What follows belongs to an exercise in optimizing a design on an open flow for small area; a production flow would make more cautious choices. Only simulation tests tie the RTL to the original design; equivalence was not proved. No activity file was given, so power comes from the tool's default toggle rates.

==> design/flow/run.sh <==
#!/bin/bash
# synth_recipe.tcl (not shown) runs the flow's synth.tcl, then flattens the netlist and writes it again
# the make line also repeats each setting of config.mk as NAME=value (left out here)
make -C /OpenROAD-flow-scripts/flow DESIGN_CONFIG=/design/flow/config.mk WORK_HOME=/design/flow/orfs CLKGATE_MAP_FILE= SYNTH_SCRIPT=/design/flow/synth_recipe.tcl finish
==> design/flow/config.mk <==
export PLATFORM = sky130hd
export DESIGN_NAME = top
export DESIGN_NICKNAME = top
export VERILOG_FILES = /design/flow/design.v
export SDC_FILE = /design/flow/constraint.sdc
export NUM_CORES = 4
export LEC_CHECK = 0
export CAP_MARGIN = 20
export CORE_MARGIN = 2
export CORE_UTILIZATION = 40
export CTS_BUF_LIST = sky130_fd_sc_hd__clkbuf_8
export CTS_CLUSTER_DIAMETER = 200
export CTS_CLUSTER_SIZE = 40
export SLEW_MARGIN = 20
export SYNTH_HIERARCHICAL = 1
export SYNTH_MINIMUM_KEEP_SIZE = 0
==> design/flow/constraint.sdc <==
create_clock -name core_clock -period 10.0 [get_ports {clk}]
set_input_delay 2.0000 -clock core_clock [delete_from_list [all_inputs] [get_ports {clk}]]
set_output_delay 2.0000 -clock core_clock [all_outputs]
set_load 0.01 [all_outputs]
==> design/flow/design.v <==
module p_mul (
    input  logic [8:0] en,
    input  logic [7:0] pn,
    output logic [6:0] cmd
);
    wire e8 = ~en[8];
    wire pp1 = ~(en[0] | pn[0]);
    wire pp2 = ~(en[0] | pn[1]);
    wire pp3 = ~(en[0] | pn[2]);
    wire pp4 = ~(en[0] | pn[3]);
    wire pp5 = ~(en[0] | pn[4]);
    wire pp6 = ~(en[0] | pn[5]);
    wire pp7 = ~(en[0] | pn[6]);
    wire pp8 = ~(en[0] | pn[7]);
    wire pp9 = ~(en[1] | pn[0]);
    wire pp10 = ~(en[1] | pn[1]);
    wire pp11 = ~(en[1] | pn[2]);
    wire pp12 = ~(en[1] | pn[3]);
    wire pp13 = ~(en[1] | pn[4]);
    wire pp14 = ~(en[1] | pn[5]);
    wire pp15 = ~(en[1] | pn[6]);
    wire pp16 = ~(en[1] | pn[7]);
    wire pp17 = ~(en[2] | pn[0]);
    wire pp18 = ~(en[2] | pn[1]);
    wire pp19 = ~(en[2] | pn[2]);
    wire pp20 = ~(en[2] | pn[3]);
    wire pp21 = ~(en[2] | pn[4]);
    wire pp22 = ~(en[2] | pn[5]);
    wire pp23 = ~(en[2] | pn[6]);
    wire pp24 = ~(en[2] | pn[7]);
    wire pp25 = ~(en[3] | pn[0]);
    wire pp26 = ~(en[3] | pn[1]);
    wire pp27 = ~(en[3] | pn[2]);
    wire pp28 = ~(en[3] | pn[3]);
    wire pp29 = ~(en[3] | pn[4]);
    wire pp30 = ~(en[3] | pn[5]);
    wire pp31 = ~(en[3] | pn[6]);
    wire pp32 = ~(en[3] | pn[7]);
    wire pp33 = ~(en[4] | pn[0]);
    wire pp34 = ~(en[4] | pn[1]);
    wire pp35 = ~(en[4] | pn[2]);
    wire pp36 = ~(en[4] | pn[3]);
    wire pp37 = ~(en[4] | pn[4]);
    wire pp38 = ~(en[4] | pn[5]);
    wire pp39 = ~(en[4] | pn[6]);
    wire pp40 = ~(en[4] | pn[7]);
    wire pp41 = ~(en[5] | pn[0]);
    wire pp42 = ~(en[5] | pn[1]);
    wire pp43 = ~(en[5] | pn[2]);
    wire pp44 = ~(en[5] | pn[3]);
    wire pp45 = ~(en[5] | pn[4]);
    wire pp46 = ~(en[5] | pn[5]);
    wire pp47 = ~(en[5] | pn[6]);
    wire pp48 = ~(en[5] | pn[7]);
    wire pp49 = ~(en[6] | pn[0]);
    wire pp50 = ~(en[6] | pn[1]);
    wire pp51 = ~(en[6] | pn[2]);
    wire pp52 = ~(en[6] | pn[3]);
    wire pp53 = ~(en[6] | pn[4]);
    wire pp54 = ~(en[6] | pn[5]);
    wire pp55 = ~(en[6] | pn[6]);
    wire pp56 = ~(en[6] | pn[7]);
    wire pp57 = ~(en[7] | pn[0]);
    wire pp58 = ~(en[7] | pn[1]);
    wire pp59 = ~(en[7] | pn[2]);
    wire pp60 = ~(en[7] | pn[3]);
    wire pp61 = ~(en[7] | pn[4]);
    wire pp62 = ~(en[7] | pn[5]);
    wire pp63 = ~(en[7] | pn[6]);
    wire pp64 = ~(en[7] | pn[7]);
    wire pp65 = e8 & pn[0];
    wire pp66 = e8 & pn[1];
    wire pp67 = e8 & pn[2];
    wire pp68 = e8 & pn[3];
    wire pp69 = e8 & pn[4];
    wire pp70 = e8 & pn[5];
    wire pp71 = e8 & pn[6];
    wire pp72 = e8 & pn[7];
    wire s73, c74;
    p_ha us73 (.a(pp7), .b(pp14), .s(s73), .co(c74));
    wire s75, c76;
    p_fa us75 (.a(pp8), .b(pp15), .c(pp22), .s(s75), .co(c76));
    wire s77, c78;
    p_ha us77 (.a(pp29), .b(pp36), .s(s77), .co(c78));
    wire s79, c80;
    p_fa us79 (.a(pp16), .b(pp23), .c(pp30), .s(s79), .co(c80));
    wire s81, c82;
    p_fa us81 (.a(pp37), .b(pp44), .c(pp51), .s(s81), .co(c82));
    wire s83, c84;
    p_ha us83 (.a(pp58), .b(pp65), .s(s83), .co(c84));
    wire s85, c86;
    p_fa us85 (.a(pp24), .b(pp31), .c(pp38), .s(s85), .co(c86));
    wire s87, c88;
    p_fa us87 (.a(pp45), .b(pp52), .c(pp59), .s(s87), .co(c88));
    wire s89, c90;
    p_fa us89 (.a(pp32), .b(pp39), .c(pp46), .s(s89), .co(c90));
    wire s91, c92;
    p_ha us91 (.a(pp5), .b(pp12), .s(s91), .co(c92));
    wire s93, c94;
    p_fa us93 (.a(pp6), .b(pp13), .c(pp20), .s(s93), .co(c94));
    wire s95, c96;
    p_ha us95 (.a(pp27), .b(pp34), .s(s95), .co(c96));
    wire s97, c98;
    p_fa us97 (.a(s73), .b(pp21), .c(pp28), .s(s97), .co(c98));
    wire s99, c100;
    p_fa us99 (.a(pp35), .b(pp42), .c(pp49), .s(s99), .co(c100));
    wire s101, c102;
    p_fa us101 (.a(s75), .b(s77), .c(pp43), .s(s101), .co(c102));
    wire s103, c104;
    p_fa us103 (.a(pp50), .b(pp57), .c(c74), .s(s103), .co(c104));
    wire s105, c106;
    p_fa us105 (.a(s79), .b(s81), .c(s83), .s(s105), .co(c106));
    wire s107, c108;
    p_fa us107 (.a(e8), .b(c76), .c(c78), .s(s107), .co(c108));
    wire s109, c110;
    p_fa us109 (.a(s85), .b(s87), .c(pp66), .s(s109), .co(c110));
    wire s111, c112;
    p_fa us111 (.a(c80), .b(c82), .c(c84), .s(s111), .co(c112));
    wire s113, c114;
    p_fa us113 (.a(s89), .b(pp53), .c(pp60), .s(s113), .co(c114));
    wire s115, c116;
    p_fa us115 (.a(pp67), .b(c86), .c(c88), .s(s115), .co(c116));
    wire s117, c118;
    p_fa us117 (.a(pp40), .b(pp47), .c(pp54), .s(s117), .co(c118));
    wire s119, c120;
    p_fa us119 (.a(pp61), .b(pp68), .c(c90), .s(s119), .co(c120));
    wire s121, c122;
    p_fa us121 (.a(pp48), .b(pp55), .c(pp62), .s(s121), .co(c122));
    wire s123, c124;
    p_ha us123 (.a(pp4), .b(pp11), .s(s123), .co(c124));
    wire s125, c126;
    p_fa us125 (.a(s91), .b(pp19), .c(pp26), .s(s125), .co(c126));
    wire s127, c128;
    p_fa us127 (.a(s93), .b(s95), .c(pp41), .s(s127), .co(c128));
    wire s129, c130;
    p_fa us129 (.a(s97), .b(s99), .c(c94), .s(s129), .co(c130));
    wire s131, c132;
    p_fa us131 (.a(s101), .b(s103), .c(c98), .s(s131), .co(c132));
    wire s133, c134;
    p_fa us133 (.a(s105), .b(s107), .c(c102), .s(s133), .co(c134));
    wire s135, c136;
    p_fa us135 (.a(s109), .b(s111), .c(c106), .s(s135), .co(c136));
    wire s137, c138;
    p_fa us137 (.a(s113), .b(s115), .c(c110), .s(s137), .co(c138));
    wire s139, c140;
    p_fa us139 (.a(s117), .b(s119), .c(c114), .s(s139), .co(c140));
    wire s141, c142;
    p_fa us141 (.a(s121), .b(pp69), .c(c118), .s(s141), .co(c142));
    wire s143, c144;
    p_fa us143 (.a(pp56), .b(pp63), .c(pp70), .s(s143), .co(c144));
    wire s145, c146;
    p_ha us145 (.a(pp3), .b(pp10), .s(s145), .co(c146));
    wire s147, c148;
    p_fa us147 (.a(s123), .b(pp18), .c(pp25), .s(s147), .co(c148));
    wire s149, c150;
    p_fa us149 (.a(s125), .b(pp33), .c(c124), .s(s149), .co(c150));
    wire s151, c152;
    p_fa us151 (.a(s127), .b(c92), .c(c126), .s(s151), .co(c152));
    wire s153, c154;
    p_fa us153 (.a(s129), .b(c96), .c(c128), .s(s153), .co(c154));
    wire s155, c156;
    p_fa us155 (.a(s131), .b(c100), .c(c130), .s(s155), .co(c156));
    wire s157, c158;
    p_fa us157 (.a(s133), .b(c104), .c(c132), .s(s157), .co(c158));
    wire s159, c160;
    p_fa us159 (.a(s135), .b(c108), .c(c134), .s(s159), .co(c160));
    wire s161, c162;
    p_fa us161 (.a(s137), .b(c112), .c(c136), .s(s161), .co(c162));
    wire s163, c164;
    p_fa us163 (.a(s139), .b(c116), .c(c138), .s(s163), .co(c164));
    wire s165, c166;
    p_fa us165 (.a(s141), .b(c120), .c(c140), .s(s165), .co(c166));
    wire s167, c168;
    p_fa us167 (.a(s143), .b(c122), .c(c142), .s(s167), .co(c168));
    wire s169, c170;
    p_fa us169 (.a(pp64), .b(pp71), .c(c144), .s(s169), .co(c170));
    wire c171 = pp2 & pp9;
    wire c172 = (s145 & pp17) | (s145 & c171) | (pp17 & c171);
    wire c173 = (s147 & c146) | (s147 & c172) | (c146 & c172);
    wire c174 = (s149 & c148) | (s149 & c173) | (c148 & c173);
    wire c175 = (s151 & c150) | (s151 & c174) | (c150 & c174);
    wire c176 = (s153 & c152) | (s153 & c175) | (c152 & c175);
    wire c177 = (s155 & c154) | (s155 & c176) | (c154 & c176);
    wire c178 = (s157 & c156) | (s157 & c177) | (c156 & c177);
    wire c179 = (s159 & c158) | (s159 & c178) | (c158 & c178);
    wire s180, c181;
    p_fa us180 (.a(s161), .b(c160), .c(c179), .s(s180), .co(c181));
    assign cmd[0] = s180;
    wire s182, c183;
    p_fa us182 (.a(s163), .b(c162), .c(c181), .s(s182), .co(c183));
    assign cmd[1] = s182;
    wire s184, c185;
    p_fa us184 (.a(s165), .b(c164), .c(c183), .s(s184), .co(c185));
    assign cmd[2] = s184;
    wire s186, c187;
    p_fa us186 (.a(s167), .b(c166), .c(c185), .s(s186), .co(c187));
    assign cmd[3] = s186;
    wire s188, c189;
    p_fa us188 (.a(s169), .b(c168), .c(c187), .s(s188), .co(c189));
    assign cmd[4] = s188;
    wire s190, c191;
    p_fa us190 (.a(pp72), .b(c170), .c(c189), .s(s190), .co(c191));
    assign cmd[5] = s190;
    wire s192, c193;
    p_ha us192 (.a(e8), .b(c191), .s(s192), .co(c193));
    assign cmd[6] = s192;
endmodule
module p_fa (input logic a, input logic b, input logic c, output logic s, output logic co);
    assign s  = a ^ b ^ c;
    assign co = (a & b) | (a & c) | (b & c);
endmodule
module p_ha (input logic a, input logic b, output logic s, output logic co);
    assign s  = a ^ b;
    assign co = a & b;
endmodule
`default_nettype none
module top (
    input   logic       clk,
    input   logic       reset_n,
    input   logic       input_spi_clk,
    input   logic       input_spi_mosi,
    input   logic       input_spi_cs_n,
    output  logic       adc_spi_clk,
    input   logic       adc_spi_miso,
    output  logic       adc_spi_mosi,
    output  logic       adc_spi_cs_n,
    output  logic       pwm_a,
    output  logic       pwm_b
);
    logic [9:0]  n;
    logic [5:0]  s;
    logic [9:0]  n_inc;      
    logic [10:0] t;          
    assign t[0] = 1'b1;
    genvar gi;
    generate for (gi = 0; gi < 10; gi = gi + 1) begin : g_n
        assign n_inc[gi] = n[gi] ^ t[gi];
        assign t[gi+1]   = n[gi] & t[gi];
    end endgenerate
    always_ff @(posedge clk) begin
        if (~reset_n) begin
            n <= '1;
            s <= 6'd35;
        end else begin
            n <= n_inc;
            if (t[5])
                s <= (s == 6'd35) ? 6'd0 : s + 1'b1;
        end
    end
    assign adc_spi_cs_n = (s >= 6'd19);
    assign adc_spi_clk  = ~adc_spi_cs_n & n[4];
    assign adc_spi_mosi = (s == 6'd0) | (s == 6'd1) | (s == 6'd3);
    logic [8:0] sr;
    always_ff @(posedge clk) begin
        if (n[4:0] == 5'd15 && s >= 6'd5 && s <= 6'd13)
            sr <= {sr[7:0], adc_spi_miso};
    end
    logic [7:0] r8;
    logic       rx, rf;
    always_ff @(posedge clk) begin
        if (s == 6'd17 && n[4:0] == 5'd21) begin
            r8 <= sr[8:1];
            rf <= sr[0] & ~(&sr[8:1]);
            rx <= sr[8] | (sr[0] & (&sr[7:1]));
        end
    end
    logic       clk_q;
    logic [3:0] since;       
    logic [4:0] bitcnt;
    logic [8:0] bufn;        
    logic [7:0] pn, spn;     
    wire shift = (since == 4'd1);
    wire valid = (bitcnt == 5'd16);
    always_ff @(posedge clk) begin
        clk_q <= input_spi_clk;
        if (input_spi_clk & ~clk_q)
            since <= 4'd0;
        else if (~since[3])
            since <= since + 1'b1;
        if (shift)
            bufn <= {bufn[7:0], ~input_spi_mosi};
    end
    always_ff @(posedge clk) begin
        if (~reset_n || input_spi_cs_n)
            bitcnt <= '0;
        else if (shift)
            bitcnt <= bitcnt + 1'b1;
    end
    always_ff @(posedge clk) begin
        if (~reset_n) begin
            pn  <= ~8'd16;
            spn <= ~8'd127;
        end else if (valid) begin
            if (bufn[8] && since == 4'd7)
                pn <= bufn[7:0];
            if (~bufn[8] && since[3])
                spn <= bufn[7:0];
        end
    end
    logic [8:0] en;
    logic [8:0] ec;
    assign ec[0] = rf;
    generate for (gi = 0; gi < 8; gi = gi + 1) begin : g_en
        p_fa fa_en (.a(r8[gi]), .b(spn[gi]), .c(ec[gi]), .s(en[gi]), .co(ec[gi+1]));
    end endgenerate
    assign en[8] = rx ^ spn[7] ^ ec[8];
    logic [6:0] cmd;
    p_mul mul (.en(en), .pn(pn), .cmd(cmd));
    logic [6:0] bz;          
    logic [7:0] duty_a, duty_b;
    assign bz[0] = 1'b1;
    generate for (gi = 0; gi < 6; gi = gi + 1) begin : g_dec
        assign duty_a[gi] = cmd[gi] ^ bz[gi];
        assign bz[gi+1]   = bz[gi] & ~cmd[gi];
    end endgenerate
    assign duty_a[6] = cmd[6] ^ bz[6];
    assign duty_a[7] = ~cmd[6] & ~bz[6];
    assign duty_b    = {cmd[6], ~cmd[6], ~cmd[5:0]};
    logic [8:0] lta, ltb;
    assign lta[0] = t[2];    
    assign ltb[0] = t[2];
    generate for (gi = 0; gi < 8; gi = gi + 1) begin : g_cmp
        assign lta[gi+1] = (~n_inc[gi+2] & duty_a[gi]) | (~n_inc[gi+2] & lta[gi]) | (duty_a[gi] & lta[gi]);
        assign ltb[gi+1] = (~n_inc[gi+2] & duty_b[gi]) | (~n_inc[gi+2] & ltb[gi]) | (duty_b[gi] & ltb[gi]);
    end endgenerate
    always_ff @(posedge clk) begin
        pwm_a <= lta[8];
        pwm_b <= ltb[8];
    end
endmodule
==> impl_metrics.env, run 1 <==
export IMPL_initial_core_util=0.413
export IMPL_ys_top_cells_by_area="fa_1 24%, dfxtp_1 19%, edfxtp_1 18%"
export IMPL_cp_slowest_cell="fa_2"
export IMPL_clkTransAtPathRegs_ns=0.08
export IMPL_n_fill_cell=1083
export IMPL_fin_crit_sh=0.960
export IMPL_clock_tree_buffer_depth=2
export IMPL_peakVddDrop_mv=0.0913
export IMPL_min_from="n[0]"
export IMPL_dr_pass1_iters=6
export IMPL_grt_pass1_vias=3151
export IMPL_track_usage=0.149
export IMPL_start_kind="register"
export IMPL_r2r_cells=31
export IMPL_reg2reg_to="pwm_a"
export IMPL_vias_per_cell=5.08
export IMPL_crit_required_ns=10.24
export IMPL_dpl_hpwl_mm=6.25
export IMPL_wl_mm=8.42
export IMPL_cts_tree="built"
export IMPL_finalClockSkew_ns=0.00826
export IMPL_power_density_mw_per_mm2=150
export IMPL_cp_slowest_stage_delay_ns=0.57
export IMPL_grt_max_degree=33
export IMPL_whs_ns=0.409
export IMPL_drv_slew=0
export IMPL_synth_edff_count=28
export IMPL_drc=0
export IMPL_layout_commonest_cell="nor2_1"
export IMPL_hold_end="n[0]"
export IMPL_synth_area_leader_cell="fa_1"
export IMPL_place_area_sq_mm=0.00496
export IMPL_cp_max_fo=3
export IMPL_core_rowCount=39
export IMPL_cpMostUsedCell="fa_2"
export IMPL_num_antenna_cells=0
export IMPL_grt_pass1_wl_mm=15.1
export IMPL_syn_inst=432
export IMPL_synth_flop_cell="dfxtp_1"
export IMPL_nets=526
export IMPL_yosysTopAreaCellShare=0.236
export IMPL_status="timing/DRC/antenna clean"
export IMPL_via_count=2959
export IMPL_yosysSeqAreaShare=0.362
export IMPL_synth_seq_cells=72
export IMPL_tns_ns=0
export IMPL_core_area_sq_mm=0.0115
export IMPL_ctsHtreeMaxLevel=3
export IMPL_drive_gt1_frac=0.125
export IMPL_setup_viol=0
export IMPL_p_leak_nw=2.18
export IMPL_die_w_microns=113
export IMPL_maxCapViolations=0
export IMPL_drtAntennaViolNets=0
export IMPL_syn_to_final_growth_pct=9.68
export IMPL_ys_types=47
export IMPL_synthArstFlopShare=0
export IMPL_die_y_microns=113
export IMPL_cts_buffers=9
export IMPL_layout_common_cells="83 x nor2_1, 44 x dfxtp_1, 43 x fa_1"
export IMPL_insertion_delay_ns=0.35
export IMPL_relSlewSlack=0.330
export IMPL_antenna_found_initial=0
export IMPL_reg2reg_slack_ns=0.40
export IMPL_syn_area_sq_mm=0.00476
export IMPL_drtIter0Drc=131
export IMPL_design_die_area_sq_mm=0.0128
export IMPL_io_pins=11
export IMPL_clockRootBuffer="clkbuf_8"
export IMPL_place_ws_ns=-0.182
export IMPL_rsz0062_at_grt="false"
export IMPL_io_buffers=10
export IMPL_worstMarginPinSlew_ns=0.996
export IMPL_hold_viol=0
export IMPL_ctsHoldBuffers=0
export IMPL_yosys_warnings=7
export IMPL_final_area_sq_mm=0.00522
export IMPL_syn_num_nets=524
export IMPL_gp_congestion=0.791
export IMPL_rr_startpoint="rf"
export IMPL_end_kind="register"
export IMPL_setup_slack_ns=0.404
export IMPL_avgSynthCellArea_sq_um=11.0
export IMPL_hp_class="register to register"
export IMPL_worstPathArrival_ns=9.83
export IMPL_grt_overflow=0
export IMPL_holdPathStages=1
export IMPL_fin_crit_ns=9.60
export IMPL_routedWlPerCell_microns=14.5
export IMPL_path_class="register to register"
export IMPL_clock_sinks=72
export IMPL_fmax_ghz=0.104
==> cell type report <==
cell class | instances | area (sq um) | area share
inverter | 19 | 71.3 | 0.0137
clock inverter | 5 | 40.0 | 0.00767
timing repair buffer | 19 | 168 | 0.0321
clock buffer | 11 | 151 | 0.0290
sequential | 72 | 1720 | 0.330
tap | 143 | 179 | 0.0343
multi-input combinational | 313 | 2890 | 0.553
==> stage by stage <==
stage	instances	util	power, W
after global routing	582	0.453	0.000834
after CTS	582	0.450	0.000785
after detailed placement	564	0.431	0.000566
final	582	0.453	0.000782
after global placement	564	0.431	0.000560
after floorplan	432	-	0.000515
==> Yosys stat by module, one instance, submodules excluded <==
module | cells | cell area [sq um] | copies in the design
p_mul | 111 | 513 | 1
p_ha | 1 | 12.5 | 8
p_fa | 1 | 20.0 | 56
top | 257 | 3020 | 1
==> metal layers <==
layer / vias to the layer above / wire length [microns] / GRT usage
met2: 38 / 4050 / 0.240
met3: 11 / 299 / 0.0311
met1: 1475 / 3930 / 0.198
met4: 0 / 145 / 0.0553
li1: 1435 / - / -
met5: - / 0 / 0
==> power breakdown <==
group,internal [W],switching (W)
registers,0.000351,0.0000360
clock network,0.000105,0.000113
logic,0.0000856,0.0000908
total,0.000542,0.000240
==> Yosys cell counts, drive strengths merged, types with 2 or more instances <==
cell,number
a21o,2
a21oi,8
a22oi,3
a31oi,5
buf,12
clkbuf,16
dfxtp,44
edfxtp,28
fa,56
ha,30
inv,19
maj3,6
mux2i,16
nand2,20
nand2b,9
nand4,6
nand4b,2
nor2,83
nor2b,19
nor3,3
nor4,2
o21ai,8
o22ai,5
or2,2
xnor2,8
xor2,6
==> flip-flops by register name, indices dropped and copies added (netlist names) <==
| register | cells |
|---|---|
| spn | 8 |
| rx | 1 |
| since | 4 |
| pwm_b | 1 |
| bufn | 9 |
| pn | 8 |
| pwm_a | 1 |
| r8 | 8 |
| clk_q | 1 |
| bitcnt | 5 |
| s | 6 |
| n | 10 |
| rf | 1 |
| sr | 9 |
==> cell families after synthesis <==
logic type | share of synthesized area
compound gates | 0.0518
xor+xnor | 0.0258
fa+ha+maj | 0.329
buf+inv | 0.0452
flops | 0.362
mux | 0.0337
simple gates | 0.153
==> worst max-delay path: cells and delay by family, from the launching register on <==
kind / cells / cell delay [ns]
DFF: 1 / 0.40
AOI/OAI and AO/OA: 6 / 0.81
buffers and inverters: 2 / 0.17
and+or+nand+nor: 2 / 0.10
adders and majority gates: 21 / 7.99
==> worst max-delay path by stage <==
stage	cells past startpoint	to	slack [ns]	start
after CTS	32	pwm_a	0.009	r8[0]
after detailed placement	32	pwm_a	-0.18	r8[0]
after floorplan	33	pwm_a	0.02	r8[0]
after global routing	32	pwm_a	0.02	rf
after global placement	32	pwm_a	-0.03	r8[0]
final	31	pwm_a	0.40	rf
==> what timing repair did <==
item / in CTS / in global routing
buffers inserted: 2 / 0
setup endpoints to repair: 1 / 1
pin swaps: 6 / 8
endpoints found under the hold margin: 0 / 0
resized for setup: 7 / 8
==> inputs of run 2 (changes only) <==
--- a/design/flow/config.mk
+++ b/design/flow/config.mk
@@ -8,8 +8,7 @@
 export CAP_MARGIN = 20
 export CORE_MARGIN = 2
-export CORE_UTILIZATION = 40
-export CTS_BUF_LIST = sky130_fd_sc_hd__clkbuf_8
-export CTS_CLUSTER_DIAMETER = 200
-export CTS_CLUSTER_SIZE = 40
+export CORE_UTILIZATION = 60
+export CTS_BUF_LIST = sky130_fd_sc_hd__clkbuf_4 sky130_fd_sc_hd__clkbuf_8
+export CTS_CLUSTER_SIZE = 30
 export SLEW_MARGIN = 20
 export SYNTH_HIERARCHICAL = 1
==> impl_metrics.env, run 2 <==
export IMPL_status="timing/DRC/antenna clean"
export IMPL_io_buffers=10
export IMPL_num_antenna_cells=0
export IMPL_hp_class="register to register"
export IMPL_fin_crit_ns=9.82
export IMPL_via_count=2958
export IMPL_insertion_delay_ns=0.34
export IMPL_peakVddDrop_mv=0.151
export IMPL_reg_largest_list="n x10, bufn x9, sr x9"
export IMPL_antenna_found_initial=0
export IMPL_wl_met2_mm=3.94
export IMPL_finalClockSkew_ns=0.0134
export IMPL_dr_pass1_iters=4
export IMPL_clock_sinks=72
export IMPL_swShare=0.289
export IMPL_fin_crit_sh=0.982
export IMPL_synth_flop_cell="dfxtp_1"
export IMPL_clock_tree_buffer_depth=2
export IMPL_synth_edff_count=28
export IMPL_final_cells=539
export IMPL_clkTransAtPathRegs_ns=0.09
export IMPL_worstMarginPinSlew_ns=1.08
export IMPL_dp_cells=522
export IMPL_drc=0
export IMPL_path_class="register to register"
export IMPL_drtIter0Drc=149
export IMPL_layout_commonest_cell="nor2_1"
export IMPL_ys_types=47
export IMPL_cts_tree="built"
export IMPL_reg2reg_to="pwm_a"
export IMPL_min_from="n[0]"
export IMPL_initial_core_util=0.619
export IMPL_core_rowCount=32
export IMPL_holdPathStages=1
export IMPL_drtAntennaViolNets=0
export IMPL_setup_slack_ns=0.179
export IMPL_n_fill_cell=618
export IMPL_met3_length_microns=245
export IMPL_grt_max_degree=33
export IMPL_yosys_warnings=7
export IMPL_cp_max_fo=3
export IMPL_rsz0062_at_grt="true"
export IMPL_topRoutingLayerUsed="met4"
export IMPL_clockRootBuffer="clkbuf_8"
export IMPL_crit_required_ns=10.22
export IMPL_core_area_sq_mm=0.00769
export IMPL_dpl_hpwl_mm=6.26
export IMPL_cts_buffers=9
export IMPL_timing_critical_path_buf_inv=1
export IMPL_clkPwrFrac=0.314
export IMPL_yosysTopAreaCellShare=0.236
export IMPL_die_w_microns=93.0
export IMPL_cp_slowest_stage_delay_ns=0.61
export IMPL_grt_pass1_vias=3043
export IMPL_gp_congestion=0.824
export IMPL_yosysMostFrequentCell="nor2_1"
export IMPL_wl_mm=8.29
export IMPL_comb_power_share=0.213
export IMPL_fmax_ghz=0.102
export IMPL_design_die_area_sq_mm=0.00866
export IMPL_power_density_mw_per_mm2=157
export IMPL_syn_num_nets=524
export IMPL_p_leak_nw=2.19
export IMPL_rr_startpoint="r8[0]"
export IMPL_cpMostUsedCell="fa_2"
export IMPL_yosysSeqAreaShare=0.362
export IMPL_drv_slew=0
export IMPL_syn_area_sq_mm=0.00476
export IMPL_grt_overflow=0
export IMPL_layout_common_cells="82 x nor2_1, 45 x fa_1, 44 x dfxtp_1"
export IMPL_nets=524
export IMPL_power_frac_seq=0.472
export IMPL_ys_top_cells_by_area="fa_1 24%, dfxtp_1 19%, edfxtp_1 18%"
export IMPL_cp_slowest_cell="fa_2"
export IMPL_ctsHtreeMaxLevel=3
export IMPL_avgSynthCellArea_sq_um=11.0
export IMPL_largest_register_ff_count=10
export IMPL_start_kind="register"
export IMPL_synth_area_leader_cell="fa_1"
export IMPL_place_ws_ns=-0.208
export IMPL_synth_seq_cells=72
export IMPL_critPathTopFamily="adder cells"
export IMPL_hold_viol=0
export IMPL_maxCapViolations=0
export IMPL_vias_per_cell=5.49
export IMPL_synth_common_cells="83 x nor2_1, 56 x fa_1, 44 x dfxtp_1"
export IMPL_track_usage=0.215
export IMPL_internal_power_w=0.000579
export IMPL_r2r_cells=30
export IMPL_grt_pass1_wl_mm=14.4
export IMPL_die_y_microns=93.0
export IMPL_end_kind="register"
export IMPL_wl_met1_mm=3.92
export IMPL_setup_viol=0
export IMPL_worstPathArrival_ns=10.05
export IMPL_syn_inst=432
export IMPL_reg2reg_slack_ns=0.18
export IMPL_hold_end="n[0]"
export IMPL_p_sw_w=0.000236
export IMPL_syn_to_final_growth_pct=9.18
export IMPL_relSlewSlack=0.280
export IMPL_io_pins=11
export IMPL_routedWlPerCell_microns=15.4
export IMPL_top_register="n"
export IMPL_drive_gt1_frac=0.121
export IMPL_synthArstFlopShare=0
run 2: cell counts after synthesis:
Identical to the previous run, type by type.
run 2: worst max-delay path by stage:
stage                     start    end  cells past startpoint
after floorplan           r8[0]  pwm_a                     33
after global routing      r8[0]  pwm_a                     32
after detailed placement  r8[0]  pwm_a                     32
final                     r8[0]  pwm_a                     30
after global placement    r8[0]  pwm_a                     32
after CTS                 r8[0]  pwm_a                     32
run 2: what timing repair did:
action                                  4_1_cts  5_1_grt
endpoints found under the setup margin        1        1
hold buffers                                  0        0
buffers inserted                              0        1
gates resized for setup                       7        9
hold endpoints to repair                      0        0
pin swaps                                     3        9
run 2: logic make-up after synthesis:
| logic type | count (synthesis) | synth area share |
|---|---|---|
| adder cells (fa/ha/maj) | 92 | 0.329 |
| flip-flops | 72 | 0.362 |
| buffers and inverters | 47 | 0.0452 |
| XOR/XNOR | 14 | 0.0258 |
| AND/OR/NAND/NOR | 154 | 0.153 |
| multiplexers | 16 | 0.0337 |
| AO/OA/AOI/OAI | 37 | 0.0518 |
run 2: layout make-up:
type | instances | area, sq um | share of cell area
clock buffer | 10 | 131 | 0.0253
clock inverter | 6 | 90.1 | 0.0173
inverter | 19 | 71.3 | 0.0137
multi-input combinational | 313 | 2900 | 0.558
sequential | 72 | 1720 | 0.331
tap | 102 | 128 | 0.0246
timing repair buffer | 17 | 153 | 0.0294
run 2: routing by layer:
layer	vias to the layer above	global-route usage
met5	-	0
met4	0	0.0699
met3	13	0.0443
met2	40	0.360
met1	1479	0.284
li1	1426	-
run 2: Yosys stat by module, one instance, submodules excluded:
module	cells	area, sq um
p_ha	1	12.5
p_fa	1	20.0
top	257	3020
p_mul	111	513
run 2: power groups by stage:
| stage | clock [W] | combinational, W | sequential, W |
|---|---|---|---|
| after floorplan | 0 | 0.000134 | 0.000381 |
| after global placement | 0 | 0.000169 | 0.000391 |
| after detailed placement | 0 | 0.000173 | 0.000392 |
| after CTS | 0.000264 | 0.000174 | 0.000386 |
| after global routing | 0.000276 | 0.000196 | 0.000391 |
| final | 0.000256 | 0.000174 | 0.000385 |
run 2: worst register-to-register path: cells and delay by family, from the launching register on:
kind,cells,cell delay [ns]
fa+ha+maj,21,8.41
compound gates,4,0.47
flops,1,0.41
simple gates,4,0.37
buf+inv,1,0.05
run 2: through the flow:
stage	total power, W	hold slack, ns	TNS [ns]	utilization	cell area, sq um
floorplan	0.000515	0.380	0	-	4760
global placement	0.000560	0.388	0	0.637	4900
detailed placement	0.000565	0.395	-0.208	0.637	4900
CTS	0.000824	0.413	0	0.669	5140
global route	0.000863	0.443	-0.209	0.676	5190
finish	0.000815	0.411	0	0.676	5190
==> inputs of run 3 (changes only) <==
--- a/design/flow/design.v
+++ b/design/flow/design.v
@@ -228,14 +228,6 @@
     output  logic       pwm_b
 );
-    logic [9:0]  n;
-    logic [5:0]  s;
-    logic [9:0]  n_inc;      
-    logic [10:0] t;          
-    assign t[0] = 1'b1;
-    genvar gi;
-    generate for (gi = 0; gi < 10; gi = gi + 1) begin : g_n
-        assign n_inc[gi] = n[gi] ^ t[gi];
-        assign t[gi+1]   = n[gi] & t[gi];
-    end endgenerate
+    logic [9:0] n;
+    logic [5:0] s;
     always_ff @(posedge clk) begin
         if (~reset_n) begin
@@ -243,6 +235,6 @@
             s <= 6'd35;
         end else begin
-            n <= n_inc;
-            if (t[5])
+            n <= n + 1'b1;
+            if (&n[4:0])
                 s <= (s == 6'd35) ? 6'd0 : s + 1'b1;
         end
@@ -301,4 +293,5 @@
     logic [8:0] ec;
     assign ec[0] = rf;
+    genvar gi;
     generate for (gi = 0; gi < 8; gi = gi + 1) begin : g_en
         p_fa fa_en (.a(r8[gi]), .b(spn[gi]), .c(ec[gi]), .s(en[gi]), .co(ec[gi+1]));
@@ -318,13 +311,13 @@
     assign duty_b    = {cmd[6], ~cmd[6], ~cmd[5:0]};
     logic [8:0] lta, ltb;
-    assign lta[0] = t[2];    
-    assign ltb[0] = t[2];
+    assign lta[0] = 1'b0;
+    assign ltb[0] = 1'b0;
     generate for (gi = 0; gi < 8; gi = gi + 1) begin : g_cmp
-        assign lta[gi+1] = (~n_inc[gi+2] & duty_a[gi]) | (~n_inc[gi+2] & lta[gi]) | (duty_a[gi] & lta[gi]);
-        assign ltb[gi+1] = (~n_inc[gi+2] & duty_b[gi]) | (~n_inc[gi+2] & ltb[gi]) | (duty_b[gi] & ltb[gi]);
+        assign lta[gi+1] = (~n[gi+2] & duty_a[gi]) | (~(n[gi+2] ^ duty_a[gi]) & lta[gi]);
+        assign ltb[gi+1] = (~n[gi+2] & duty_b[gi]) | (~(n[gi+2] ^ duty_b[gi]) & ltb[gi]);
     end endgenerate
     always_ff @(posedge clk) begin
-        pwm_a <= lta[8];
-        pwm_b <= ltb[8];
+        pwm_a <= (&n) | lta[8];
+        pwm_b <= (&n) | ltb[8];
     end
 endmodule
--- a/design/flow/config.mk
+++ b/design/flow/config.mk
@@ -8,7 +8,5 @@
 export CAP_MARGIN = 20
 export CORE_MARGIN = 2
-export CORE_UTILIZATION = 60
-export CTS_BUF_LIST = sky130_fd_sc_hd__clkbuf_4 sky130_fd_sc_hd__clkbuf_8
-export CTS_CLUSTER_SIZE = 30
+export CORE_UTILIZATION = 40
 export SLEW_MARGIN = 20
 export SYNTH_HIERARCHICAL = 1
==> impl_metrics.env, run 3 <==
export IMPL_clockRootBuffer="clkbuf_16"
export IMPL_rsz0062_at_grt="false"
export IMPL_die_w_microns=115
export IMPL_synth_common_cells="85 x nor2_1, 56 x fa_1, 44 x dfxtp_1"
export IMPL_drv_slew=0
export IMPL_worstPathArrival_ns=9.84
export IMPL_gp_congestion=0.825
export IMPL_nets=559
export IMPL_fin_crit_sh=0.962
export IMPL_maxCapViolations=0
export IMPL_largest_register_ff_count=10
export IMPL_ys_types=49
export IMPL_cts_buffers=9
export IMPL_dpl_hpwl_mm=6.88
export IMPL_reg2reg_to="pwm_a"
export IMPL_syn_area_sq_mm=0.00496
export IMPL_syn_inst=461
export IMPL_fin_crit_ns=9.62
export IMPL_drtIter0Drc=118
export IMPL_final_cells=631
export IMPL_ctsHtreeMaxLevel=3
export IMPL_clock_tree_buffer_depth=2
export IMPL_fmax_ghz=0.104
export IMPL_path_class="register to register"
export IMPL_grt_pass1_vias=3296
export IMPL_reg2reg_slack_ns=0.38
export IMPL_hold_viol=0
export IMPL_avgSynthCellArea_sq_um=10.8
export IMPL_clock_sinks=72
export IMPL_yosysTopAreaCellShare=0.226
export IMPL_p_leak_nw=2.41
export IMPL_crit_required_ns=10.22
export IMPL_place_ws_ns=-0.162
export IMPL_dp_cells=613
export IMPL_antenna_found_initial=0
export IMPL_wl_mm=8.97
export IMPL_place_area_sq_mm=0.00513
export IMPL_min_from="n[0]"
export IMPL_start_kind="register"
export IMPL_synthArstFlopShare=0
export IMPL_grt_pass1_wl_mm=15.7
export IMPL_hold_end="n[0]"
export IMPL_ys_top_cells_by_area="fa_1 23%, dfxtp_1 18%, edfxtp_1 17%"
export IMPL_holdPathStages=1
export IMPL_design_die_area_sq_mm=0.0133
export IMPL_die_y_microns=115
export IMPL_drtAntennaViolNets=0
export IMPL_dr_pass1_iters=4
export IMPL_final_area_sq_mm=0.00550
export IMPL_relSlewSlack=0.520
export IMPL_synth_seq_cells=72
export IMPL_end_kind="register"
export IMPL_hp_class="register to register"
export IMPL_reg_largest_list="n x10, bufn x9, sr x9"
export IMPL_cp_max_fo=3
export IMPL_vias_per_cell=4.90
export IMPL_io_pins=11
export IMPL_io_buffers=10
export IMPL_initial_core_util=0.411
export IMPL_synth_edff_count=28
export IMPL_track_usage=0.151
export IMPL_worstMarginPinSlew_ns=0.719
export IMPL_setup_slack_ns=0.382
export IMPL_cts_tree="built"
export IMPL_top_register="n"
export IMPL_layout_common_cells="84 x nor2_1, 49 x fa_1, 44 x dfxtp_1"
export IMPL_yosysMostFrequentCell="nor2_1"
export IMPL_grt_max_degree=34
export IMPL_insertion_delay_ns=0.33
export IMPL_grt_overflow=0
export IMPL_yosysSeqAreaShare=0.347
export IMPL_syn_num_nets=562
export IMPL_drive_gt1_frac=0.0864
export IMPL_via_count=3091
export IMPL_ctsHoldBuffers=0
export IMPL_drc=0
export IMPL_syn_to_final_growth_pct=10.9
export IMPL_num_antenna_cells=0
export IMPL_layout_commonest_cell="nor2_1"
export IMPL_peakVddDrop_mv=0.105
export IMPL_r2r_cells=31
export IMPL_cpMostUsedCell="fa_1"
export IMPL_power_density_mw_per_mm2=163
export IMPL_synth_area_leader_cell="fa_1"
export IMPL_core_rowCount=40
export IMPL_finalClockSkew_ns=0.00417
export IMPL_cp_slowest_cell="fa_1"
export IMPL_synth_flop_cell="dfxtp_1"
export IMPL_setup_viol=0
export IMPL_routedWlPerCell_microns=14.2
export IMPL_rr_startpoint="r8[0]"
export IMPL_cp_slowest_stage_delay_ns=0.55
export IMPL_core_area_sq_mm=0.0121
export IMPL_clkTransAtPathRegs_ns=0.06
export IMPL_status="timing/DRC/antenna clean"
export IMPL_yosys_warnings=7
run 3: cell types whose count changed in the layout (fill, tap and decap cells not counted), sizes merged, moves of 4 or more:
cell | previous run | this run
maj3 | 6 | 1
nand2b | 9 | 2
nand2 | 20 | 28
inv | 21 | 31
ha | 30 | 39
xnor2 | 8 | 15
nand3 | 1 | 5
run 3: per-stage QoR:
stage | TNS (ns) | utilization | power [W] | hold slack (ns)
2_1_floorplan | 0 | - | 0.000508 | 0.404
3_3_place_gp | 0 | 0.425 | 0.000553 | 0.417
3_5_place_dp | -0.162 | 0.425 | 0.000558 | 0.423
4_1_cts | 0 | 0.454 | 0.000905 | 0.437
5_1_grt | 0 | 0.456 | 0.000948 | 0.459
6_report | 0 | 0.456 | 0.000895 | 0.431
run 3: per-module statistics from Yosys (local to each module, per instance):
module  flops+latches  cells inside  copies in the design
p_fa                0             1                    56
p_ha                0             1                     8
p_mul               0           111                     1
top                72           286                     1
run 3: critical path, delay by kind of cell (launching register included):
family                     cells  cell delay, ns
adders and majority gates     21            7.80
AOI/OAI and AO/OA              5            0.75
DFF                            1            0.41
xor gates and xnor gates       2            0.34
and+or+nand+nor                2            0.14
buffers and inverters          1            0.06
run 3: cell families after synthesis:
kind of cell	count (synthesis)	share of synthesized area
xor gates and xnor gates	19	0.0336
buffers and inverters	59	0.0570
adders and majority gates	96	0.327
AOI/OAI and AO/OA	35	0.0452
and+or+nand+nor	164	0.158
muxes	16	0.0323
DFF	72	0.347
run 3: worst max path at each step:
stage / startpoint / end / slack [ns] / cells past startpoint
3_5_place_dp: r8[0] / pwm_a / -0.16 / 33
6_report: r8[0] / pwm_a / 0.38 / 31
2_1_floorplan: r8[0] / pwm_a / 0.10 / 34
5_1_grt: r8[0] / pwm_a / 0.002 / 33
3_3_place_gp: r8[0] / pwm_a / 0.06 / 33
4_1_cts: r8[0] / pwm_a / 0.04 / 33
run 3: metal layers:
metal	share of wire	wire (microns)	track usage
met5	0	0	0
met4	0.016	144	0.0651
met3	0.030	269	0.0206
met2	0.49	4430	0.254
met1	0.46	4130	0.194
run 3: power breakdown:
part / switching [W] / internal [W] / total [W] / leakage (nW)
Combinational: 0.0000841 / 0.0000764 / 0.000160 / 1.64
Clock: 0.000122 / 0.000220 / 0.000342 / 0.155
Sequential: 0.0000420 / 0.000351 / 0.000393 / 0.615
run 3: layout make-up:
cell class / count / area (sq um)
inverters: 30 / 113
clock inverters: 6 / 92.6
clock buffers: 10 / 229
flip-flops and latches: 72 / 1720
well taps: 168 / 210
repair buffers: 15 / 136
multi-input cells: 330 / 3000
fillers: 1125 / 6560
run 3: repair_timing:
item / CTS / global route
resized for setup: 5 / 8
buffers inserted: 1 / 1
endpoints found under the setup margin: 1 / 2
pin swaps: 6 / 10
==> inputs of run 4 (changes only) <==
--- a/design/flow/config.mk
+++ b/design/flow/config.mk
@@ -9,4 +9,6 @@
 export CORE_MARGIN = 2
 export CORE_UTILIZATION = 40
+export CTS_BUF_LIST = sky130_fd_sc_hd__clkbuf_4 sky130_fd_sc_hd__clkbuf_8
+export CTS_CLUSTER_SIZE = 30
 export SLEW_MARGIN = 20
 export SYNTH_HIERARCHICAL = 1
==> impl_metrics.env, run 4 <==
export IMPL_maxCapViolations=0
export IMPL_crit_required_ns=10.24
export IMPL_fin_crit_sh=0.960
export IMPL_rsz0062_at_grt="false"
export IMPL_syn_to_final_growth_pct=8.96
export IMPL_track_usage=0.149
export IMPL_synthArstFlopShare=0
export IMPL_peakVddDrop_mv=0.103
export IMPL_cp_max_fo=3
export IMPL_synth_area_leader_cell="fa_1"
export IMPL_cts_tree="built"
export IMPL_die_y_microns=115
export IMPL_core_rowCount=40
export IMPL_nets=559
export IMPL_r2r_cells=31
export IMPL_hp_class="register to register"
export IMPL_reg2reg_slack_ns=0.40
export IMPL_io_buffers=10
export IMPL_layout_common_cells="84 x nor2_1, 48 x fa_1, 44 x dfxtp_1"
export IMPL_cts_buffers=9
export IMPL_synth_edff_count=28
export IMPL_wl_mm=8.91
export IMPL_ys_types=49
export IMPL_core_area_sq_mm=0.0121
export IMPL_dpl_hpwl_mm=6.88
export IMPL_grt_max_degree=34
export IMPL_drc=0
export IMPL_drive_gt1_frac=0.0907
export IMPL_synth_common_cells="85 x nor2_1, 56 x fa_1, 44 x dfxtp_1"
export IMPL_utilization=0.448
export IMPL_critPathTopFamily="adder cells"
export IMPL_p_leak_nw=2.36
export IMPL_cp_slowest_stage_delay_ns=0.55
export IMPL_vias_per_cell=4.91
export IMPL_via_count=3098
export IMPL_fin_crit_ns=9.60
export IMPL_status="timing/DRC/antenna clean"
export IMPL_power_density_mw_per_mm2=150
export IMPL_setup_viol=0
export IMPL_num_antenna_cells=0
export IMPL_layout_commonest_cell="nor2_1"
export IMPL_cpMostUsedCell="fa_1"
export IMPL_clock_tree_buffer_depth=2
export IMPL_yosysTopAreaCellShare=0.226
export IMPL_timing_critical_path_buf_inv=1
export IMPL_syn_num_nets=562
export IMPL_whs_ns=0.434
export IMPL_insertion_delay_ns=0.35
export IMPL_end_kind="register"
export IMPL_cp_endpoint="pwm_a"
export IMPL_avgSynthCellArea_sq_um=10.8
export IMPL_drv_slew=0
export IMPL_hold_viol=0
export IMPL_grt_pass1_wl_mm=15.6
export IMPL_top_register="n"
export IMPL_fmax_ghz=0.104
export IMPL_yosys_warnings=7
export IMPL_yosysMostFrequentCell="nor2_1"
export IMPL_largest_register_ff_count=10
export IMPL_synth_flop_cell="dfxtp_1"
export IMPL_ctsHoldBuffers=0
export IMPL_grt_pass1_vias=3298
export IMPL_dr_pass1_iters=4
export IMPL_reg2reg_to="pwm_a"
export IMPL_die_w_microns=115
export IMPL_cp_startpoint="r8[0]"
export IMPL_rr_startpoint="r8[0]"
export IMPL_io_pins=11
export IMPL_design_die_area_sq_mm=0.0133
export IMPL_yosysSeqAreaShare=0.347
export IMPL_start_kind="register"
export IMPL_worstMarginPinSlew_ns=0.695
export IMPL_gp_congestion=0.825
export IMPL_ctsHtreeMaxLevel=3
export IMPL_path_class="register to register"
export IMPL_grt_overflow=0
export IMPL_synth_seq_cells=72
export IMPL_clkTransAtPathRegs_ns=0.08
export IMPL_syn_area_sq_mm=0.00496
export IMPL_worst_path_stages=31
export IMPL_clockRootBuffer="clkbuf_8"
export IMPL_finalClockSkew_ns=0.00668
export IMPL_reg_largest_list="n x10, bufn x9, sr x9"
export IMPL_drtIter0Drc=112
export IMPL_clock_sinks=72
export IMPL_routedWlPerCell_microns=14.1
export IMPL_cp_slowest_cell="fa_1"
export IMPL_relSlewSlack=0.536
export IMPL_initial_core_util=0.411
export IMPL_drtAntennaViolNets=0
export IMPL_worstPathArrival_ns=9.84
export IMPL_antenna_found_initial=0
export IMPL_ys_top_cells_by_area="fa_1 23%, dfxtp_1 18%, edfxtp_1 17%"
export IMPL_syn_inst=461
[run 4: worst min path at each step]
stage | start | to | slack [ns] | cells after the start
after floorplan | n[0] | n[0] | 0.40 | 1
after global placement | n[0] | n[0] | 0.42 | 1
after detailed placement | n[0] | n[0] | 0.42 | 1
after CTS | n[0] | n[0] | 0.44 | 1
after global routing | n[0] | n[0] | 0.46 | 1
final | n[0] | n[0] | 0.43 | 1
[run 4: modules after synthesis, one instance, submodules excluded]
module,times used,cells inside,flip-flops and latches
p_fa,56,1,0
top,1,286,72
p_mul,1,111,0
p_ha,8,1,0
[run 4: where the power goes]
part	total [W]	leakage [nW]	switching, W	internal, W
Combinational	0.000160	1.64	0.0000836	0.0000764
Sequential	0.000393	0.615	0.0000420	0.000351
Clock	0.000256	0.112	0.000111	0.000145
[run 4: per-layer routing]
layer,routed length (microns),GRT usage,part of all wire
met5,0,0,0
met4,148,0.0554,0.017
met1,4100,0.194,0.46
met2,4380,0.251,0.49
met3,290,0.0232,0.033
[run 4: through the flow]
step                      setup TNS (ns)  setup slack (ns)  instance area [sq um]  power, W  cells
after floorplan                        0             0.103                   4970  0.000508    461
after global placement                 0            0.0609                   5130  0.000553    613
after detailed placement          -0.162            -0.162                   5130  0.000558    613
after CTS                              0            0.0406                   5380  0.000820    630
after global routing                   0            0.0111                   5400  0.000860    631
final                                  0             0.404                   5400  0.000809    631
[run 4: worst register-to-register path, delay by kind of cell (launching register included)]
kind / cells / cell delay [ns]
buffers and inverters: 1 / 0.06
AOI/OAI and AO/OA: 5 / 0.75
xor gates and xnor gates: 2 / 0.36
adders and majority gates: 21 / 7.76
and+or+nand+nor: 2 / 0.14
DFF: 1 / 0.42
[run 4: timing repair]
| action | 4_1_cts | 5_1_grt |
|---|---|---|
| pin swaps | 6 | 11 |
| setup endpoints to repair | 1 | 2 |
| gates resized for setup | 5 | 9 |
| cloned | 0 | 0 |
| buffers inserted | 1 | 1 |
[run 4: kinds of logic after synthesis]
logic type      share of synthesized area
simple gates                        0.158
mux                                0.0323
fa+ha+maj                           0.327
buf+inv                            0.0570
flops                               0.347
xor+xnor                           0.0336
compound gates                     0.0452
[run 4: layout make-up]
| class | instances | area, sq um |
|---|---|---|
| inverter | 30 | 113 |
| multi-input combinational | 330 | 3000 |
| fill | 1142 | 6660 |
| sequential | 72 | 1720 |
| timing repair buffer | 15 | 136 |
| clock buffer | 10 | 131 |
| clock inverter | 6 | 92.6 |
| tap | 168 | 210 |
==> inputs of run 5 (changes only) <==
--- a/design/flow/design.v
+++ b/design/flow/design.v
@@ -228,22 +228,30 @@
     output  logic       pwm_b
 );
-    logic [9:0] n;
-    logic [5:0] s;
+    logic [9:0]  m;
+    logic [5:0]  s;
+    logic [9:0]  m_inc;      
+    logic [10:0] t;          
+    assign t[0] = 1'b1;
+    genvar gi;
+    generate for (gi = 0; gi < 10; gi = gi + 1) begin : g_m
+        assign m_inc[gi] = m[gi] ^ t[gi];
+        assign t[gi+1]   = m[gi] & t[gi];
+    end endgenerate
     always_ff @(posedge clk) begin
         if (~reset_n) begin
-            n <= '1;
+            m <= 10'd2;
             s <= 6'd35;
         end else begin
-            n <= n + 1'b1;
-            if (&n[4:0])
+            m <= m_inc;
+            if (m[4:0] == 5'd2)
                 s <= (s == 6'd35) ? 6'd0 : s + 1'b1;
         end
     end
     assign adc_spi_cs_n = (s >= 6'd19);
-    assign adc_spi_clk  = ~adc_spi_cs_n & n[4];
+    assign adc_spi_clk  = ~adc_spi_cs_n & ((m[4:0] >= 5'd19) | (m[4:0] <= 5'd2));
     assign adc_spi_mosi = (s == 6'd0) | (s == 6'd1) | (s == 6'd3);
     logic [8:0] sr;
     always_ff @(posedge clk) begin
-        if (n[4:0] == 5'd15 && s >= 6'd5 && s <= 6'd13)
+        if (m[4:0] == 5'd18 && s >= 6'd5 && s <= 6'd13)
             sr <= {sr[7:0], adc_spi_miso};
     end
@@ -251,5 +259,5 @@
     logic       rx, rf;
     always_ff @(posedge clk) begin
-        if (s == 6'd17 && n[4:0] == 5'd21) begin
+        if (s == 6'd17 && m[4:0] == 5'd24) begin
             r8 <= sr[8:1];
             rf <= sr[0] & ~(&sr[8:1]);
@@ -293,5 +301,4 @@
     logic [8:0] ec;
     assign ec[0] = rf;
-    genvar gi;
     generate for (gi = 0; gi < 8; gi = gi + 1) begin : g_en
         p_fa fa_en (.a(r8[gi]), .b(spn[gi]), .c(ec[gi]), .s(en[gi]), .co(ec[gi+1]));
@@ -300,24 +307,18 @@
     logic [6:0] cmd;
     p_mul mul (.en(en), .pn(pn), .cmd(cmd));
-    logic [6:0] bz;          
-    logic [7:0] duty_a, duty_b;
-    assign bz[0] = 1'b1;
-    generate for (gi = 0; gi < 6; gi = gi + 1) begin : g_dec
-        assign duty_a[gi] = cmd[gi] ^ bz[gi];
-        assign bz[gi+1]   = bz[gi] & ~cmd[gi];
-    end endgenerate
-    assign duty_a[6] = cmd[6] ^ bz[6];
-    assign duty_a[7] = ~cmd[6] & ~bz[6];
-    assign duty_b    = {cmd[6], ~cmd[6], ~cmd[5:0]};
+    logic [7:0] ya, yb;
+    assign ya = {~cmd[6], cmd[6], cmd[5:0]};
+    assign yb = ~ya;
+    wire ok = (|m_inc[9:2]) | (m_inc[1] & m_inc[0]);
     logic [8:0] lta, ltb;
     assign lta[0] = 1'b0;
-    assign ltb[0] = 1'b0;
+    assign ltb[0] = 1'b1;
     generate for (gi = 0; gi < 8; gi = gi + 1) begin : g_cmp
-        assign lta[gi+1] = (~n[gi+2] & duty_a[gi]) | (~(n[gi+2] ^ duty_a[gi]) & lta[gi]);
-        assign ltb[gi+1] = (~n[gi+2] & duty_b[gi]) | (~(n[gi+2] ^ duty_b[gi]) & ltb[gi]);
+        assign lta[gi+1] = (~m_inc[gi+2] & ya[gi]) | (~m_inc[gi+2] & lta[gi]) | (ya[gi] & lta[gi]);
+        assign ltb[gi+1] = (~m_inc[gi+2] & yb[gi]) | (~m_inc[gi+2] & ltb[gi]) | (yb[gi] & ltb[gi]);
     end endgenerate
     always_ff @(posedge clk) begin
-        pwm_a <= (&n) | lta[8];
-        pwm_b <= (&n) | ltb[8];
+        pwm_a <= ok & lta[8];
+        pwm_b <= ok & ltb[8];
     end
 endmodule
==> design/flow/flow/run.sh (new file) <==
#!/bin/bash
# The standard layout, with clock tree synthesis run without dummy loads
# and with clkbuf_4 buffers. Each tool's output is in orfs/logs; the make
# output is in flow_make.log.
set -euo pipefail
export CTS_ARGS="-sink_clustering_enable -repair_clock_nets -dont_use_dummy_load -buf_list sky130_fd_sc_hd__clkbuf_4"
bash standard.sh > flow_make.log 2>&1
==> design/flow/standard.sh (new file) <==
#!/bin/bash
# synth_recipe.tcl (not shown) runs the flow's synth.tcl, then flattens the netlist and writes it again
# the make line also repeats each setting of config.mk as NAME=value (left out here)
make -C /OpenROAD-flow-scripts/flow DESIGN_CONFIG=/design/flow/config.mk WORK_HOME=/design/flow/orfs CLKGATE_MAP_FILE= SYNTH_SCRIPT=/design/flow/synth_recipe.tcl "${@:-finish}"
--- a/design/flow/config.mk
+++ b/design/flow/config.mk
@@ -9,6 +9,4 @@
 export CORE_MARGIN = 2
 export CORE_UTILIZATION = 40
-export CTS_BUF_LIST = sky130_fd_sc_hd__clkbuf_4 sky130_fd_sc_hd__clkbuf_8
-export CTS_CLUSTER_SIZE = 30
 export SLEW_MARGIN = 20
 export SYNTH_HIERARCHICAL = 1
removed: design/flow/run.sh
==> impl_metrics.env, run 5 <==
export IMPL_wl_mm=8.31
export IMPL_syn_area_sq_mm=0.00477
export IMPL_largest_register_ff_count=10
export IMPL_grt_max_degree=34
export IMPL_die_w_microns=113
export IMPL_synth_compound_area_frac=0.0587
export IMPL_synth_simple_area_share=0.178
export IMPL_syn_inst=445
export IMPL_path_class="register to register"
export IMPL_die_y_microns=113
export IMPL_drtAntennaViolNets=0
export IMPL_rr_startpoint="r8[0]"
export IMPL_io_buffers=10
export IMPL_clockRootBuffer="clkbuf_4"
export IMPL_r2r_cells=28
export IMPL_dr_pass1_iters=4
export IMPL_cts_buffers=9
export IMPL_ctsHtreeMaxLevel=3
export IMPL_num_antenna_cells=0
export IMPL_syn_to_final_growth_pct=5.01
export IMPL_holdPathStages=0
export IMPL_synth_common_cells="82 x nor2_1, 56 x fa_1, 44 x dfxtp_1"
export IMPL_dpl_hpwl_mm=6.31
export IMPL_grt_pass1_vias=2990
export IMPL_io_pins=11
export IMPL_yosysMostFrequentCell="nor2_1"
export IMPL_start_kind="register"
export IMPL_nets=529
export IMPL_ys_top_cells_by_area="fa_1 23%, dfxtp_1 18%, edfxtp_1 18%"
export IMPL_cpMostUsedCell="fa_1"
export IMPL_synth_seq_cells=72
export IMPL_clkTransAtPathRegs_ns=0.11
export IMPL_worstMarginPinSlew_ns=0.712
export IMPL_synth_edff_count=28
export IMPL_grt_pass1_wl_mm=14.3
export IMPL_n_fill_cell=1102
export IMPL_relSlewSlack=0.525
export IMPL_layout_commonest_cell="nor2_1"
export IMPL_hold_viol=0
export IMPL_insertion_delay_ns=0.41
export IMPL_drive_gt1_frac=0.0524
export IMPL_power_density_mw_per_mm2=117
export IMPL_routedWlPerCell_microns=14.3
export IMPL_avgSynthCellArea_sq_um=10.7
export IMPL_clock_sinks=72
export IMPL_yosysSeqAreaShare=0.361
export IMPL_drc=0
export IMPL_top_register="m"
export IMPL_finalClockSkew_ns=0.0372
export IMPL_via_count=2990
export IMPL_min_from="sr[6]"
export IMPL_core_area_sq_mm=0.0115
export IMPL_fin_crit_sh=0.965
export IMPL_synth_flop_cell="dfxtp_1"
export IMPL_synthXorXnorAreaFrac=0.0183
export IMPL_drtIter0Drc=99
export IMPL_fmax_ghz=0.104
export IMPL_ys_types=49
export IMPL_setup_viol=0
export IMPL_yosysTopAreaCellShare=0.235
export IMPL_gp_congestion=0.825
export IMPL_initial_core_util=0.415
export IMPL_design_die_area_sq_mm=0.0128
export IMPL_drv_slew=0
export IMPL_worstPathArrival_ns=9.92
export IMPL_grt_overflow=0
export IMPL_synth_top_family_by_area="adder cells"
export IMPL_crit_required_ns=10.27
export IMPL_cp_max_fo=8
export IMPL_hp_class="register to register"
export IMPL_muxShareOfSynthArea=0.0335
export IMPL_layout_common_cells="82 x nor2_1, 56 x fa_1, 44 x dfxtp_1"
export IMPL_synth_area_leader_cell="fa_1"
export IMPL_vias_per_cell=5.14
export IMPL_fin_crit_ns=9.65
export IMPL_cp_slowest_cell="fa_1"
export IMPL_track_usage=0.140
export IMPL_yosys_warnings=7
export IMPL_p_leak_nw=2.10
export IMPL_end_kind="register"
export IMPL_maxCapViolations=0
export IMPL_core_rowCount=39
export IMPL_peakVddDrop_mv=0.0843
export IMPL_clock_tree_buffer_depth=2
export IMPL_synth_fa_ha_area_frac=0.307
export IMPL_cts_tree="built"
export IMPL_status="timing/DRC/antenna clean"
export IMPL_synthArstFlopShare=0
export IMPL_reg_largest_list="m x10, bufn x9, sr x9"
export IMPL_cp_slowest_stage_delay_ns=0.66
export IMPL_cp_startpoint="r8[0]"
export IMPL_syn_num_nets=533
export IMPL_antenna_found_initial=0
export IMPL_ctsHoldBuffers=0
export IMPL_tns_ns=0
export IMPL_finalPower_w=0.000587
run 5: critical path, delay by kind of cell, from the launching register on:
kind	cells	cell delay [ns]
adders and majority gates	18	7.88
and+or+nand+nor	6	0.85
DFF	1	0.41
AOI/OAI and AO/OA	4	0.36
run 5: cells by family after synthesis:
| family | Yosys count |
|---|---|
| buffers and inverters | 44 |
| adders and majority gates | 84 |
| DFF | 72 |
| xor gates and xnor gates | 10 |
| muxes | 16 |
| AOI/OAI and AO/OA | 44 |
| and+or+nand+nor | 175 |
run 5: final timing paths:
path / endpoint / slack [ns]
worst min-delay path: sr[7] / 0.49
worst max register to register: pwm_a / 0.35
worst max-delay path: pwm_a / 0.35
worst min register to register: sr[7] / 0.49
run 5: what timing repair did:
item | 4_1_cts | 5_1_grt
setup endpoints to repair | 0 | 1
setup buffers | 0 | 0
resized for setup | 0 | 2
endpoints found under the hold margin | 0 | 0
run 5: stage by stage:
step	util	worst slack, ns	cells	area [sq um]	hold WS, ns
floorplan	-	0.380	445	4770	0.440
global placement	0.428	0.497	573	4930	0.464
detailed placement	0.428	0.350	573	4930	0.465
CTS	0.434	0.299	582	5000	0.499
global route	0.435	-0.00415	582	5010	0.512
finish	0.435	0.351	582	5010	0.493
run 5: power by group:
group / total [W] / leakage, nW / internal, W / switching (W)
Sequential: 0.000366 / 0.613 / 0.000338 / 0.0000278
Clock: 0.000127 / 0.0414 / 0.0000418 / 0.0000854
Combinational: 0.0000933 / 1.45 / 0.0000439 / 0.0000494
Total: 0.000587 / 2.10 / 0.000424 / 0.000163
run 5: layout make-up:
cell class,instances,area [sq um],area share
Clock buffer,9,67.6,0.0135
Timing Repair Buffer,12,110,0.0220
Multi-Input combinational cell,329,2870,0.573
Sequential cell,72,1720,0.343
Tap cell,143,179,0.0357
Inverter,17,63.8,0.0127
run 5: layer usage:
metal | wire length [microns] | part of all wire | vias to the layer above | global-route usage
met5 | 0 | 0 | - | 0
met4 | 99 | 0.012 | 0 | 0.0415
met3 | 175 | 0.021 | 10 | 0.0289
met2 | 4030 | 0.49 | 25 | 0.227
met1 | 4000 | 0.48 | 1486 | 0.191
li1 | - | - | 1469 | -
run 5: modules after synthesis (local to each module, per instance):
module | times used | cell area [sq um]
p_mul | 1 | 513
top | 1 | 3040
p_fa | 56 | 20.0
p_ha | 8 | 12.5
==> inputs of run 6 (changes only) <==
--- a/design/flow/design.v
+++ b/design/flow/design.v
@@ -238,20 +238,20 @@
         assign t[gi+1]   = m[gi] & t[gi];
     end endgenerate
+    wire [6:0] s_inc = {1'b0, s} + {6'd0, m[4:0] == 5'd2};
     always_ff @(posedge clk) begin
         if (~reset_n) begin
             m <= 10'd2;
-            s <= 6'd35;
+            s <= 6'd63;
         end else begin
             m <= m_inc;
-            if (m[4:0] == 5'd2)
-                s <= (s == 6'd35) ? 6'd0 : s + 1'b1;
+            s <= s_inc[5:0] | {1'b0, {3{s_inc[6]}}, 2'b00};
         end
     end
-    assign adc_spi_cs_n = (s >= 6'd19);
+    assign adc_spi_cs_n = (s >= 6'd47);
     assign adc_spi_clk  = ~adc_spi_cs_n & ((m[4:0] >= 5'd19) | (m[4:0] <= 5'd2));
-    assign adc_spi_mosi = (s == 6'd0) | (s == 6'd1) | (s == 6'd3);
+    assign adc_spi_mosi = (s == 6'd28) | (s == 6'd29) | (s == 6'd31);
     logic [8:0] sr;
     always_ff @(posedge clk) begin
-        if (m[4:0] == 5'd18 && s >= 6'd5 && s <= 6'd13)
+        if (m[4:0] == 5'd18 && s >= 6'd33 && s <= 6'd41)
             sr <= {sr[7:0], adc_spi_miso};
     end
@@ -259,5 +259,5 @@
     logic       rx, rf;
     always_ff @(posedge clk) begin
-        if (s == 6'd17 && m[4:0] == 5'd24) begin
+        if (s == 6'd45 && m[4:0] == 5'd24) begin
             r8 <= sr[8:1];
             rf <= sr[0] & ~(&sr[8:1]);
==> impl_metrics.env, run 6 <==
export IMPL_status="timing/DRC/antenna clean"
export IMPL_io_buffers=10
export IMPL_layout_commonest_cell="nor2_1"
export IMPL_dr_pass1_iters=4
export IMPL_top_register="m"
export IMPL_design_die_area_sq_mm=0.0128
export IMPL_clock_sinks=72
export IMPL_syn_to_final_growth_pct=4.64
export IMPL_grtUsageMet3=0.0321
export IMPL_hold_viol=0
export IMPL_wl_mm=8.60
export IMPL_layout_common_cells="84 x nor2_1, 55 x fa_1, 44 x dfxtp_1"
export IMPL_worstPathArrival_ns=9.83
export IMPL_insertion_delay_ns=0.42
export IMPL_num_antenna_cells=0
export IMPL_synth_seq_cells=72
export IMPL_initial_core_util=0.413
export IMPL_ys_types=51
export IMPL_syn_inst=437
export IMPL_largest_register_ff_count=10
export IMPL_cts_buffers=9
export IMPL_rsz0062_at_grt="false"
export IMPL_fin_crit_ns=9.54
export IMPL_yosysMostFrequentCell="nor2_1"
export IMPL_synthArstFlopShare=0
export IMPL_vias_per_cell=5.15
export IMPL_core_area_sq_mm=0.0115
export IMPL_drtIter0Drc=153
export IMPL_via_count=2946
export IMPL_finalClockSkew_ns=0.0386
export IMPL_syn_area_sq_mm=0.00475
export IMPL_p_leak_nw=2.07
export IMPL_cp_max_fo=8
export IMPL_clockRootBuffer="clkbuf_4"
export IMPL_clock_tree_buffer_depth=2
export IMPL_peakVddDrop_mv=0.0957
export IMPL_fin_crit_sh=0.954
export IMPL_drv_slew=0
export IMPL_start_kind="register"
export IMPL_end_kind="register"
export IMPL_drc=0
export IMPL_postCtsSetupBuffers=0
export IMPL_reg_largest_list="m x10, bufn x9, sr x9"
export IMPL_path_class="register to register"
export IMPL_routedWlPerCell_microns=15.0
export IMPL_gp_congestion=0.794
export IMPL_synth_area_leader_cell="fa_1"
export IMPL_core_rowCount=39
export IMPL_grt_pass1_wl_mm=15.0
export IMPL_nets=518
export IMPL_yosysSeqAreaShare=0.362
export IMPL_worstMarginPinSlew_ns=0.712
export IMPL_ctsHoldBuffers=0
export IMPL_track_usage=0.150
export IMPL_utilization=0.432
export IMPL_finalPower_w=0.000608
export IMPL_cts_tree="built"
export IMPL_maxCapViolations=0
export IMPL_yosys_warnings=7
export IMPL_synth_flop_cell="dfxtp_1"
export IMPL_cts_resized=0
export IMPL_crit_required_ns=10.29
export IMPL_synth_common_cells="84 x nor2_1, 56 x fa_1, 44 x dfxtp_1"
export IMPL_io_pins=11
export IMPL_fmax_ghz=0.105
export IMPL_hp_class="register to register"
export IMPL_grt_pass1_vias=3106
export IMPL_ys_top_cells_by_area="fa_1 24%, dfxtp_1 19%, edfxtp_1 18%"
export IMPL_met1_usage=0.194
export IMPL_setup_viol=0
export IMPL_relSlewSlack=0.525
export IMPL_antenna_found_initial=0
export IMPL_ctsHtreeMaxLevel=3
export IMPL_power_density_mw_per_mm2=122
export IMPL_die_w_microns=113
export IMPL_die_y_microns=113
export IMPL_yosysTopAreaCellShare=0.236
export IMPL_place_area_sq_mm=0.00489
export IMPL_avgSynthCellArea_sq_um=10.9
export IMPL_drive_gt1_frac=0.0513
export IMPL_grt_max_degree=34
export IMPL_synth_edff_count=28
export IMPL_syn_num_nets=524
export IMPL_busiest_layer="met2"
export IMPL_dpl_hpwl_mm=6.43
export IMPL_use_met2=0.254
export IMPL_final_area_sq_mm=0.00497
export IMPL_drtAntennaViolNets=0
export IMPL_clkTransAtPathRegs_ns=0.10
export IMPL_tns_ns=0
export IMPL_grt_overflow=0
## run 6: cell types whose count changed after synthesis, sizes merged, moves of 3 or more
cell and change:
buf +3, a21oi -5, a31oi +3, nand3 +4
nor3 -6, inv -4, nand2 -3
## run 6: power by group
group          switching (W)  internal, W  leakage [nW]  total, W
registers          0.0000371     0.000341         0.613  0.000378
clock network      0.0000874    0.0000418        0.0414  0.000129
logic              0.0000524    0.0000489          1.41  0.000101
## run 6: critical path: stages, from the launching register on
cell and delay (ns):
edfxtp_1 0.41, fa_1 0.45, fa_1 0.41, fa_1 0.39, fa_1 0.39, fa_1 0.39
fa_1 0.39, fa_1 0.39, fa_2 0.64, nor2_1 0.08, fa_1 0.52, fa_1 0.44
fa_1 0.52, fa_1 0.50, nor2_1 0.14, nor3_1 0.07, nand2_1 0.07, o22ai_1 0.09
fa_1 0.39, fa_1 0.39, fa_1 0.40, fa_1 0.39, fa_1 0.40, fa_1 0.38
ha_1 0.41, nor2_1 0.09, a32oi_1 0.20, o22ai_1 0.09
## run 6: final timing paths
path / from / endpoint / slack, ns / cells after the start
setup / recovery: r8[0] / pwm_a / 0.46 / 27
hold / removal: sr[7] / sr[8] / 0.49 / 0
setup reg to reg: r8[0] / pwm_a / 0.46 / 27
hold reg to reg: sr[7] / sr[8] / 0.49 / 0
## run 6: modules after synthesis, one instance, submodules excluded
module | copies in the design | cells inside
p_fa | 56 | 1
p_ha | 8 | 1
p_mul | 1 | 111
top | 1 | 262
## run 6: layout make-up
| class | count | area, sq um |
|---|---|---|
| clock buffers | 9 | 67.6 |
| fillers | 1102 | 6550 |
| inverters | 13 | 48.8 |
| well taps | 143 | 179 |
| repair buffers | 12 | 110 |
| flip-flops and latches | 72 | 1720 |
| multi-input cells | 323 | 2840 |
## run 6: cells by family after synthesis
| family | synth area share |
|---|---|
| AOI/OAI and AO/OA | 0.0561 |
| xor gates and xnor gates | 0.0184 |
| adders and majority gates | 0.311 |
| and+or+nand+nor | 0.175 |
| buffers and inverters | 0.0440 |
| muxes | 0.0337 |
| DFF | 0.362 |
## run 6: per-stage QoR
stage / setup slack, ns / hold slack, ns / instances
3_3_place_gp: 0.656 / 0.470 / 563
4_1_cts: 0.360 / 0.495 / 572
5_1_grt: 0.0528 / 0.512 / 572
3_5_place_dp: 0.379 / 0.469 / 563
2_1_floorplan: 0.575 / 0.440 / 437
6_report: 0.462 / 0.490 / 572
## run 6: layer usage
layer / vias up / share of wire
met5: - / 0
met1: 1471 / 0.47
met2: 30 / 0.50
li1: 1437 / -
met4: 0 / 0.014
met3: 8 / 0.021

Re-timed with assumed drivers on the ports (clkbuf_16 on the clock, buf_2 on other inputs), run 6 has 0.462 ns of setup slack against 0.462 ns with ideal ports, and 0.462 ns once port delays also move by the mid clock arrival of 0.434 ns.
